This design comes from an exercise in tuning for small area, a short achievable clock period and few clock cycles per item on the open sky130 flow, not from production work. At most, simulation tests tie the RTL to the original design; equivalence was not proved. No functional check of the RTL was part of run 1. Power figures rest on the tool's default switching activity, not on a simulated workload.

==> flow/design.v (outline; a module is shown in full before it is edited, if it fits) <==
// module fpmul_dp: 1059 lines
// module prefix24: 27 lines
// module fpmul_cu: 12 lines
// module fpmul: 20 lines
module fpmul(
    input wire Clk,
    input wire Rst,
    input wire Start,
    input wire [31:0] A,
    input wire [31:0] B,
    output wire Done,
    output wire [31:0] P,
    output wire UF,
    output wire OF,
    output wire NaNF,
    output wire InfF,
    output wire DNF,
    output wire ZF );
  // ...
==> flow/flow/run.sh <==
#!/bin/bash
# Layout flow: the standard flow (standard.sh), run unchanged for
# synthesis, then for the rest of the layout with two ORFS settings changed:
# the port buffers are buf_4 cells (instead of the delay cells the resizer
# picks by default), and timing repair may resize a cell to one of another
# footprint. Each make run's output is kept in its own log file here.
set -euo pipefail
cd "$(dirname "$0")/.."
bash standard.sh synth > synth.log 2>&1
sed 's|"\${@:-finish}"|MATCH_CELL_FOOTPRINT=0 "BUFFER_PORTS_ARGS=-buffer_cell sky130_fd_sc_hd__buf_4" "${@:-finish}"|' \
    standard.sh > layout.sh
grep -q 'MATCH_CELL_FOOTPRINT=0' layout.sh
bash layout.sh finish > layout.log 2>&1
==> flow/standard.sh <==
#!/bin/bash
# synth_recipe.tcl (not shown) runs the flow's synth.tcl, then flattens the netlist and writes it again
# the make line also repeats each setting of config.mk as NAME=value (left out here)
make -C /OpenROAD-flow-scripts/flow DESIGN_CONFIG=/design/flow/config.mk WORK_HOME=/design/flow/orfs CLKGATE_MAP_FILE= SYNTH_SCRIPT=/design/flow/synth_recipe.tcl "${@:-finish}"
==> flow/config.mk <==
export PLATFORM = sky130hd
export DESIGN_NAME = fpmul
export DESIGN_NICKNAME = fpmul
export VERILOG_FILES = /design/flow/design.v
export SDC_FILE = /design/flow/constraint.sdc
export NUM_CORES = 4
export LEC_CHECK = 0
export CAP_MARGIN = 20
export CORE_MARGIN = 2
export CORE_UTILIZATION = 40
export PLACE_DENSITY = 0.6
export SETUP_SLACK_MARGIN = 2.5
export SLEW_MARGIN = 20
export SYNTH_HIERARCHICAL = 1
==> flow/constraint.sdc <==
create_clock -name core_clock -period 8.0 [get_ports {Clk}]
set_input_delay 1.6000 -clock core_clock [delete_from_list [all_inputs] [get_ports {Clk}]]
set_output_delay 1.6000 -clock core_clock [all_outputs]
set_load 0.01 [all_outputs]
==> impl_metrics.prom, run 1 <==
# TYPE chip_impl_metric gauge
chip_impl_metric{name="critPathRequiredTime",unit="ns"} 8.26
chip_impl_metric{name="worstPathArrival",unit="ns"} 5.70
chip_impl_metric{name="finalMaxSlewViolations",unit=""} 0
chip_impl_metric{name="inv_count",unit=""} 379
chip_impl_metric{name="seq_power",unit="mW"} 1.06
chip_impl_metric{name="multi_input_area_share",unit="%"} 72.57
chip_impl_metric{name="place.gp.congestion",unit=""} 1.004
chip_impl_metric{name="route.antenna.remaining_nets",unit=""} 0
chip_impl_info{name="top_power_group",value="combinational cells"} 1
chip_impl_metric{name="avgSynthCellArea",unit="sq um"} 8.594
chip_impl_metric{name="grt.met3_usage",unit="%"} 5.452
chip_impl_info{name="worstReg2RegStart",value="cu.busy"} 1
chip_impl_metric{name="finalWirelength",unit="um"} 69630
chip_impl_metric{name="post_route_cells_drive_above_1_share",unit="%"} 16.61
chip_impl_metric{name="power_dissipated_in_combinational_cells",unit="mW"} 7.65
chip_impl_metric{name="placementRows",unit=""} 82
chip_impl_info{name="leading_cell_kind",value="multi-input gates"} 1
chip_impl_info{name="sequence_of_cells_on_the_critical_path",value="buf_4, nor2_1, nand2_1, o21ai_1, a22oi_1, fa_1, fa_1, inv_1, fa_1, fa_1, ha_1"} 1
chip_impl_metric{name="drc",unit=""} 0
chip_impl_metric{name="power.leakage",unit="nW"} 9.923
chip_impl_info{name="cts-root-buf",value="sky130_fd_sc_hd__clkbuf_16"} 1
chip_impl_metric{name="critical_path_peak_fanout",unit=""} 11
chip_impl_metric{name="maximum_number_of_pins_on_one_net_before_global_route_repair",unit=""} 36
chip_impl_info{name="status",value="no timing/DRC/antenna violations"} 1
chip_impl_metric{name="globalRouteMet1Util",unit="%"} 35.17
chip_impl_metric{name="r2r_cells",unit=""} 1
chip_impl_metric{name="htree_levels",unit=""} 3
chip_impl_metric{name="met2WireLength",unit="um"} 30190
chip_impl_metric{name="core_region_area",unit="sq mm"} 0.04997
chip_impl_info{name="cpLargestDelayFamily",value="adder cells"} 1
chip_impl_metric{name="timing.critical_path.depth",unit=""} 11
chip_impl_metric{name="num_tap_cells",unit=""} 672
chip_impl_metric{name="design.final.nets",unit=""} 2870
chip_impl_metric{name="multiInputGateArea",unit="sq mm"} 0.01679
chip_impl_info{name="largest-register",value="dp.hx"} 1
chip_impl_metric{name="place_area",unit="sq mm"} 0.02123
chip_impl_info{name="biggestRegsByFlops",value="dp.hx (25), dp.hy (24), dp.xl (23)"} 1
chip_impl_metric{name="worst_pin_slew",unit="ns"} 1.121
chip_impl_metric{name="syn_inst_count",unit=""} 2351
chip_impl_info{name="setup.worst_path.start",value="B[17]"} 1
chip_impl_metric{name="timing.hold.worst_path_depth",unit=""} 1
chip_impl_info{name="r2r_end",value="cu.busy"} 1
chip_impl_metric{name="wl_met1",unit="um"} 29120
chip_impl_metric{name="first_pass_iters",unit=""} 5
chip_impl_info{name="worstHoldEndpoint",value="cu.busy"} 1
==> run 2: changes to the inputs <==
--- a/flow/design.v
+++ b/flow/design.v
@@ -1,9 +1,9 @@
-module fpmul_dp (
+module fpmul_dp #(parameter LK = 12) (
     input wire clk,
     input wire [31:0] A,
     input wire [31:0] B,
     output wire [31:0] P,
     output wire UF,
     output wire OF,
     output wire NaNF,
     output wire InfF,
@@ -982,42 +982,52 @@
     wire ts263 = ths31 ^ tc220 ^ pp11_24;
     wire tc263 = (ths31 & tc220) | (ths31 & pp11_24) | (tc220 & pp11_24);
     wire ts264 = ax[24] ^ nneg11 ^ thc31;
     wire tc264 = (ax[24] & nneg11) | (ax[24] & thc31) | (nneg11 & thc31);
     wire [47:0] X = {ts264, ts263, ts262, ts261, tc259, ts259, tc257, tc256, tc255, tc254, ts254, ts253, tc251, tc250, tc249, tc248, tc247, tc246, tc245, tc244, tc243, tc242, tc241, tc240, tc239, tc238, tc237, tc236, tc235, tc234, tc233, tc232, tc231, tc230, tc229, tc228, tc227, tc226, tc225, tc224, tc223, tc222, tc221, thc33, thc32, pp1_0, pp0_1, neg0};
     wire [47:0] Y = {tc263, tc262, tc261, tc260, ts260, tc258, ts258, ts257, ts256, ts255, tc253, tc252, ts252, ts251, ts250, ts249, ts248, ts247, ts246, ts245, ts244, ts243, ts242, ts241, ts240, ts239, ts238, ts237, ts236, ts235, ts234, ts233, ts232, ts231, ts230, ts229, ts228, ts227, ts226, ts225, ts224, ts223, ts222, ts221, ths33, ths32, 1'b0, pp0_0};
     wire [24:0] hx_d = X[47:23] ^ Y[47:23];
     wire [24:1] hy_d = X[46:23] & Y[46:23];
+    wire [LK-1:0] l1g = X[LK-1:0] & Y[LK-1:0];
+    wire [LK-1:0] l1p = X[LK-1:0] ^ Y[LK-1:0];
+    wire [LK-1:0] l1o = X[LK-1:0] | Y[LK-1:0];
+    wire [23:0] l1cg, l1cp;
+    prefix24 l1pf (.g({{(24-LK){1'b0}}, l1g}), .p({{(24-LK){1'b0}}, l1p}), .cg(l1cg), .cp(l1cp));
+    wire clk_d = l1cg[LK];
+    wire zlk_d = (l1p == {l1o[LK-2:0], 1'b0});
     reg [24:0] hx;
     reg [24:1] hy;
-    reg [22:0] xl, yl;
+    reg [22:LK] xl, yl;
+    reg clk_r, zlk_r;
     reg [9:0] e0;
     reg nan_r, inf_r, zero_r, sgn_r, fz1_r;
     always @(posedge clk) begin
         hx <= hx_d;
         hy <= hy_d;
-        xl <= X[22:0];
-        yl <= Y[22:0];
+        xl <= X[22:LK];
+        yl <= Y[22:LK];
+        clk_r <= clk_d;
+        zlk_r <= zlk_d;
         e0 <= e_sum;
         nan_r <= op_nan;
         inf_r <= op_inf;
         zero_r <= op_zero;
         sgn_r <= A[31] ^ B[31];
         fz1_r <= a_fz & b_fz;
     end
-    wire [22:0] lg = xl & yl;
-    wire [22:0] lp = xl ^ yl;
-    wire [22:0] lo = xl | yl;
+    wire [22:LK] lg = xl & yl;
+    wire [22:LK] lp = xl ^ yl;
+    wire [22:LK] lo = xl | yl;
     wire [23:0] lcg, lcp;
-    prefix24 lpf (.g({1'b0, lg}), .p({1'b0, lp}), .cg(lcg), .cp(lcp));
-    wire c22 = lcg[22];
-    wire c23 = lcg[23];
+    prefix24 lpf (.g({{(LK+1){1'b0}}, lg}), .p({{(LK+1){1'b0}}, lp}), .cg(lcg), .cp(lcp));
+    wire c22 = lcg[22-LK] | (lcp[22-LK] & clk_r);
+    wire c23 = lcg[23-LK] | (lcp[23-LK] & clk_r);
     wire z22 = lp[22] ^ c22;
-    wire low_zero = (lp[21:0] == {lo[20:0], 1'b0});
+    wire low_zero = zlk_r & (lp[LK] == clk_r) & (lp[21:LK+1] == lo[20:LK]);
     wire [23:0] ug = hx[24:1] & hy[24:1];
     wire [23:0] up = hx[24:1] ^ hy[24:1];
     wire [23:0] cg, cp;
     prefix24 pf (.g(ug), .p(up), .cg(cg), .cp(cp));
     wire [23:0] W0 = up ^ cg;
     wire [23:0] W1 = up ^ (cg | cp);
     wire x23 = hx[0];
     wire carry_b = x23 & c23;
==> run 2 against run 1 <==
Still clean. Utilization barely moved. Final cell count is 1.5% lower. Die area fell by 2.9%. Critical endpoint is now ZF. Largest cell class unchanged. Highest routed layer is now met5.
==> impl_metrics.prom, run 2 <==
# TYPE chip_impl_metric gauge
chip_impl_info{name="status",value="no timing/DRC/antenna violations"} 1
chip_impl_info{name="worstReg2RegStart",value="cu.busy"} 1
chip_impl_info{name="timing.critical_path.from_type",value="register"} 1
chip_impl_metric{name="drt_iter0_drc",unit=""} 1766
chip_impl_metric{name="finish.instance_area",unit="sq mm"} 0.02250
chip_impl_metric{name="mappedNetlistNets",unit=""} 2826
chip_impl_metric{name="place.gp.congestion",unit=""} 0.9739
chip_impl_metric{name="dp_hpwl",unit="um"} 54690
chip_impl_info{name="setup_crit_end",value="ZF"} 1
chip_impl_metric{name="finalHoldWorstSlack",unit="ns"} 0.4171
chip_impl_metric{name="chipHeight",unit="um"} 225.4
chip_impl_metric{name="clock_sinks",unit=""} 89
chip_impl_metric{name="power.density",unit="mW/mm^2"} 393.0
chip_impl_metric{name="grt_pass1_wl",unit="um"} 106800
chip_impl_metric{name="power_consumption",unit="mW"} 8.844
chip_impl_metric{name="place_area",unit="sq mm"} 0.02071
chip_impl_metric{name="finalWirelength",unit="um"} 71540
chip_impl_info{name="rsz0062_at_grt",value="true"} 1
chip_impl_metric{name="fin_crit_period",unit="ns"} 5.488
chip_impl_metric{name="gr_ovfl_total",unit=""} 0
chip_impl_metric{name="first_pass_iters",unit=""} 6
chip_impl_metric{name="post_drt_wl_per_cell",unit="um"} 23.82
chip_impl_metric{name="die_x",unit="um"} 225.4
chip_impl_metric{name="critical_path_peak_fanout",unit=""} 4
chip_impl_metric{name="post_route_cells_drive_above_1_share",unit="%"} 15.58
chip_impl_metric{name="viasPerCell",unit=""} 5.826
chip_impl_metric{name="grt_usage",unit="%"} 28.16
chip_impl_metric{name="area_growth",unit="%"} 14.78
chip_impl_metric{name="postCtsHoldBufs",unit=""} 0
chip_impl_info{name="cts-root-buf",value="sky130_fd_sc_hd__clkbuf_16"} 1
chip_impl_info{name="cts_tree",value="done"} 1
chip_impl_metric{name="syn_inst_count",unit=""} 2330
chip_impl_metric{name="design.die.area",unit="sq mm"} 0.05080
chip_impl_metric{name="placement.io_buffers",unit=""} 105
chip_impl_metric{name="irDropWorstVdd",unit="uV"} 212.7
chip_impl_metric{name="timing.hold.worst_path_depth",unit=""} 1
chip_impl_metric{name="ys_warns",unit=""} 9
chip_impl_metric{name="syn-cell-area",unit="sq mm"} 0.01961
chip_impl_metric{name="cts-buffers-inserted",unit=""} 9
chip_impl_metric{name="clk_latency",unit="ns"} 0.37
chip_impl_metric{name="drc",unit=""} 0
chip_impl_metric{name="clock.fmax",unit="MHz"} 182.2
chip_impl_metric{name="worst_setup_hold_path_clk_slew",unit="ns"} 0.07
chip_impl_metric{name="cap_viol_max_count",unit=""} 0
chip_impl_metric{name="htree_levels",unit=""} 3
chip_impl_info{name="endpoint_kind",value="output pin"} 1
chip_impl_metric{name="number_of_flip_flops_in_the_largest_register",unit=""} 25
chip_impl_metric{name="finalMaxSlewViolations",unit=""} 0
chip_impl_metric{name="regToRegSetupSlack",unit="ns"} 7.46
chip_impl_info{name="critical_path_class",value="register to output pin"} 1
chip_impl_info{name="setup.worst_path.start",value="dp.xl[19]"} 1
chip_impl_info{name="mostFrequentLayoutCells",value="sky130_fd_sc_hd__inv_1 (339), sky130_fd_sc_hd__xnor2_1 (294), sky130_fd_sc_hd__fa_1 (259), sky130_fd_sc_hd__buf_4 (165), sky130_fd_sc_hd__a21oi_1 (155)"} 1
chip_impl_metric{name="clk_path_buf_depth",unit=""} 2
chip_impl_info{name="most_frequent_standard_cell_in_the_layout_excluding_fill_and_tap_cells",value="sky130_fd_sc_hd__inv_1"} 1
chip_impl_metric{name="grt_pass1_vias",unit=""} 17454
chip_impl_info{name="hold_path_class",value="register to register"} 1
chip_impl_metric{name="dr_total_vias",unit=""} 17494
chip_impl_metric{name="timing.final.hold_violations",unit=""} 0
chip_impl_metric{name="maximum_number_of_pins_on_one_net_before_global_route_repair",unit=""} 54
chip_impl_metric{name="insertedDiodeCount",unit=""} 0
chip_impl_metric{name="finalCritPeriodShare",unit="%"} 68.60
chip_impl_metric{name="worst_pin_slew",unit="ns"} 1.111
chip_impl_metric{name="antenna_violations_before_repair",unit=""} 1
chip_impl_metric{name="r2r_cells",unit=""} 1
chip_impl_info{name="biggestRegsByFlops",value="dp.hx (25), dp.hy (24)"} 1
chip_impl_metric{name="avgSynthCellArea",unit="sq um"} 8.415
chip_impl_metric{name="setup-violations-final",unit=""} 0
chip_impl_info{name="r2r_end",value="cu.busy"} 1
chip_impl_metric{name="route.antenna.remaining_nets",unit=""} 0
chip_impl_metric{name="initial_util",unit="%"} 40.30
chip_impl_metric{name="critPathRequiredTime",unit="ns"} 6.40
chip_impl_metric{name="power.leakage",unit="nW"} 9.697
chip_impl_metric{name="worstPathArrival",unit="ns"} 3.89
chip_impl_metric{name="relSlewSlack",unit="%"} 25.12
chip_impl_metric{name="design.final.nets",unit=""} 2872
chip_impl_metric{name="core_region_area",unit="sq mm"} 0.04865
chip_impl_info{name="largest-register",value="dp.hx"} 1
chip_impl_metric{name="placementRows",unit=""} 81
chip_impl_metric{name="fin_tns_setup",unit="ns"} 0
chip_impl_metric{name="pin_count",unit=""} 106
chip_impl_metric{name="final.setup_skew",unit="ns"} 0
## run 2: layout make-up
class,instances,area (sq um)
fillers,4693,26140
multi-input cells,1722,16570
flip-flops and latches,89,1792
inverters,372,1572
repair buffers,178,1451
well taps,622,778.2
clock buffers,11,242.7
clock inverters,5,62.56
repair inverters,4,35.03
## run 2: through the flow
| stage | std cells | setup slack [ns] | utilization [%] |
|---|---|---|---|
| 3_3_place_gp | 2928 | 1.235 | 42.58 |
| 3_5_place_dp | 2928 | 1.232 | 42.58 |
| 5_1_grt | 3003 | 2.337 | 46.26 |
| 2_1_floorplan | 2330 | 2.496 | - |
| 4_1_cts | 2971 | 2.500 | 44.74 |
| 6_report | 3003 | 2.512 | 46.26 |
## run 2: timing repair
item,in CTS,in global routing
pin swaps,8,26
endpoints found under the hold margin,0,0
setup buffers,20,31
endpoints found under the setup margin,69,63
gates cloned,7,1
resized for setup,139,103
## run 2: report_power, final
group	total [mW]	switching, mW	internal (mW)	leakage, nW
sequential	0.902	0.151	0.751	0.746
clock	0.460	0.207	0.253	0.143
combinational	7.48	4.18	3.30	8.81
## run 2: layer usage
layer  GRT usage, %  wire [um]  vias up
met5              0         13        -
met4          12.52       3481        2
met3          5.632       6931      213
met2          42.97      30970      956
met1          38.53      30150     8522
li1               -          -     7801
## run 2: worst min path at each step
| stage | from | end | slack, ns |
|---|---|---|---|
| 6_report | cu.busy | cu.busy | 0.42 |
| 5_1_grt | cu.busy | cu.busy | 0.42 |
| 4_1_cts | cu.busy | cu.busy | 0.42 |
| 3_5_place_dp | cu.busy | cu.busy | 0.41 |
| 3_3_place_gp | cu.busy | cu.busy | 0.41 |
| 2_1_floorplan | cu.busy | cu.busy | 0.40 |
## run 2: worst max-delay path, cell delays in order (launching register included)
cell	delay, ns
sky130_fd_sc_hd__dfxtp_1	0.33
sky130_fd_sc_hd__inv_1	0.05
sky130_fd_sc_hd__ha_2	0.32
sky130_fd_sc_hd__a21oi_2	0.15
sky130_fd_sc_hd__inv_1	0.06
sky130_fd_sc_hd__a21oi_2	0.15
sky130_fd_sc_hd__o21ai_2	0.08
sky130_fd_sc_hd__a221o_1	0.29
sky130_fd_sc_hd__a21o_1	0.20
sky130_fd_sc_hd__ha_4	0.28
sky130_fd_sc_hd__nand4_1	0.15
sky130_fd_sc_hd__or4_4	0.56
sky130_fd_sc_hd__a2111o_1	0.44
sky130_fd_sc_hd__o21ai_2	0.10
sky130_fd_sc_hd__a221o_1	0.21
sky130_fd_sc_hd__buf_6	0.11
Testbench counts of run 2, summed over its fixed seeds: cycles 4,096, items 2,048.

-- afterwards: timing with drivers on the ports --
The flow's constraints put no driver on any port. The routed layouts listed below were extracted and timed again, unchanged, in two steps.
Step 1 (the two cells are an assumption about what drives the block):
set clk [get_ports {Clk}]
set_driving_cell -lib_cell sky130_fd_sc_hd__clkbuf_16 $clk
set_driving_cell -lib_cell sky130_fd_sc_hd__buf_2 [delete_from_list [all_inputs] $clk]
Step 2 also shifts input and output timing later by t, the mid clock arrival at the registers, as if the neighbouring blocks saw the same clock.
Slacks: ideal ports / drivers / drivers and shift; pairs: ideal ports / drivers.
run | shift t [ns] | setup slack, ns | clock arrival spread, ns | worst register clock-pin slew, ns
run 1 | 0.420 | 2.561 / 2.559 / 2.168 | 0.021 / 0.022 | 0.09 / 0.09
run 2 | 0.421 | 2.512 / 2.460 / 2.161 | 0.009 / 0.010 | 0.07 / 0.07
After both steps every run listed still meets setup and hold. The setup slack of run 1, which loses most, moves by -0.002 ns with the drivers and by -0.393 ns with both steps.
